Background: an optimization exercise with open tools, aiming at small area. Do not read the settings as production practice.
RTL that was checked went through simulation tests only; none was proved equivalent to the original.
Power is estimated from default activity; no workload was simulated.

Setup of harbor:
## myModule
module myModule (clk, reset,
		red_input, green_input, blue_input,
		x_pos, y_pos,
		f_val, d_val,
		data_out1, data_out2, hist_out, cumhist_out,
		grey_check, grey_delayed,
		yLine25, yLine50, yLine75);
	input clk, f_val, d_val, reset;
	input [11:0] red_input, green_input, blue_input;
	input [15:0] x_pos;
	input [15:0] y_pos;
	output [15:0] data_out1, data_out2;
	output [19:0] hist_out, cumhist_out;
	output reg [11:0] grey_check;
	output reg [11:0] grey_delayed;
	output reg [7:0] yLine25, yLine50, yLine75;
	localparam K = 4;
	localparam L = 16;
	localparam R = 16;
	localparam HW = 13;
	localparam NS = 15;
	reg [11:0] grey;
	always @(posedge clk) begin
		grey <= (red_input + green_input + blue_input) / 3;
		grey_check <= grey;
		grey_delayed <= grey_check;
	end
	assign data_out1 = {1'b0, grey[11:7], grey[11:2]};
	assign data_out2 = {1'b0, grey[6:2], grey[11:2]};
	reg in_frame;      
	reg pix_val;       
	reg sweeping;      
	reg publishing;    
	reg req_pub;       
	reg [7:0] k;       
	wire frame_end = reset & in_frame & ~f_val;
	wire [3:0] ph = k[3:0];
	wire gclr = sweeping & (k == 8'd255);
	wire [7:0] pbin = grey[11:4];
	reg [3:0] lo [0:255];
	reg [255:0] pd;
	reg [HW*L-1:0] ring [0:R-1];
	wire [HW-1:0] hsum [0:R-1];
	wire [R-1:0] ovf_req;
	wire [R-1:0] ovf_gnt;
	reg [7:0] tag [0:NS-1];
	reg [3:0] nsl;     
	genvar gb, gr;
	generate
		for (gb = 0; gb < 256; gb = gb + 1) begin : g_bin
			wire inc = pix_val & (pbin == gb);
			wire [3:0] lov = lo[gb];
			wire carry = inc & (&lov);
			always @(posedge clk) begin
				if (gclr) lo[gb] <= 4'd0;
				else if (inc) lo[gb] <= lo[gb] + 1'b1;
				pd[gb] <= carry | (pd[gb] & (ph != (gb % L)));
			end
		end
		for (gr = 0; gr < R; gr = gr + 1) begin : g_ring
			wire [L-1:0] pdr = pd[gr*L +: L];
			assign hsum[gr] = ring[gr][HW*L-1 -: HW] + pdr[ph];
			assign ovf_req[gr] = hsum[gr][HW-1] & ~sweeping;
			wire clr = sweeping & (k[7:4] == gr);
			wire [HW-1:0] st = clr ? {HW{1'b0}} :
  ...
Settings: LEC_CHECK=0, CAP_MARGIN=20, CORE_MARGIN=2, CORE_UTILIZATION=55, CTS_CLUSTER_DIAMETER=100, CTS_CLUSTER_SIZE=40, GPL_TIMING_DRIVEN=0, PLACE_DENSITY=0.65, SLEW_MARGIN=20, SYNTH_MEMORY_MAX_BITS=16384; clock period 10.0 ns.
run.sh (not shown) runs the stock make flow with config.mk's settings and CLKGATE_MAP_FILE= SYNTH_SCRIPT=/design/flow/synth_recipe.tcl, a recipe that flattens the netlist after the stock synthesis.
harbor terminated abnormally: global routing reported GRT-0116.
--- input diff harbor..raven ---
Settings: swapping 40 for 24 in CTS_CLUSTER_SIZE; swapping 55 for 65 in CORE_UTILIZATION; swapping 0.65 for 0.75 in PLACE_DENSITY; clearing CTS_CLUSTER_DIAMETER, which used to be 100.
FAIL for each of harbor and raven. raven | ERROR | global routing. Taking harbor as the reference, in raven number of buffers created by CTS shows an increase of 504, row count shows a reduction of 7.9%, count of placed standard cells including taps shows a reduction of 3.8%.
No run of this note included a check of the RTL's function; only the layout flow was run.

---

myModule, a different RTL version from the one above (not shown whole).
Size: roughly 21000 cells after synthesis, roughly 9100 flip-flops, ~260000 um^2 of cells after synthesis.
clock: 10.0 ns
lec_check: 0
cap_margin: 20
core_margin: 2
core_utilization: 55
place_density: 0.65
slew_margin: 20
synth_memory_max_bits: 16384
standard.sh (not shown) runs the stock make flow with config.mk's settings and CLKGATE_MAP_FILE= SYNTH_SCRIPT=/design/flow/synth_recipe.tcl, a recipe that flattens the netlist after the stock synthesis.
==> flow/flow/run.sh <==
#!/bin/bash
export CTS_ARGS="-sink_clustering_enable -repair_clock_nets -dont_use_dummy_load -sink_clustering_size 30 -sink_clustering_max_diameter 70"
bash standard.sh > standard.log 2>&1
Edit:
==> flow/flow/run.sh (replaced) <==
#!/bin/bash
export CTS_ARGS="-sink_clustering_enable -repair_clock_nets -dont_use_dummy_load -sink_clustering_size 30 -sink_clustering_max_diameter 60"
bash standard.sh > standard.log 2>&1
Outcome:
- The changed run ran to the end with no violations
- global-route usage is about the same
- cell count came out higher by about 0.36%
- flip-flop and latch count does not change
- worst setup slack gains 44 ps
Edit:
==> flow/flow/run.sh (replaced) <==
#!/bin/bash
export CTS_ARGS="-sink_clustering_enable -repair_clock_nets -dont_use_dummy_load -sink_clustering_size 40 -sink_clustering_max_diameter 50"
bash standard.sh > standard.log 2>&1
Result: The new run completed with no timing, DRC or antenna violations; total power climbs by 2.0%; clock skew grows by 24 ps; die area is unchanged; final cell count stays flat; wire length rises by 0.38%; via count rose by 0.36%.

-- static timing again, ports no longer ideal --
The flow's constraints put no driver on any port. The routed layouts listed below were extracted and timed again, unchanged, in two steps.
Step 1 (the two cells are an assumption about what drives the block):
set clk [get_ports {clk}]
set_driving_cell -lib_cell sky130_fd_sc_hd__clkbuf_16 $clk
set_driving_cell -lib_cell sky130_fd_sc_hd__buf_2 [delete_from_list [all_inputs] $clk]
Step 2, shift: input delay + t, output delay - t, t = (earliest + latest rising clock arrival at the registers) / 2. This alone moves slack from input paths to output paths.
Slacks: ideal ports / drivers / drivers and shift; pairs: ideal ports / drivers.
| run | t (ns) | setup WS [ns] | worst setup path at the end | cell pins on the clock port's net |
|---|---|---|---|---|
| the first run of note 2 | 1.126 | 0.205 / 0.085 / 0.671 | input to register | 1 |
| the second run of note 2 | 1.151 | 0.250 / 0.131 / 0.677 | input to register | 1 |
| the third run of note 2 | 1.155 | 0.163 / 0.046 / 0.652 | input to register | 1 |
After both steps every run listed still meets setup and hold.
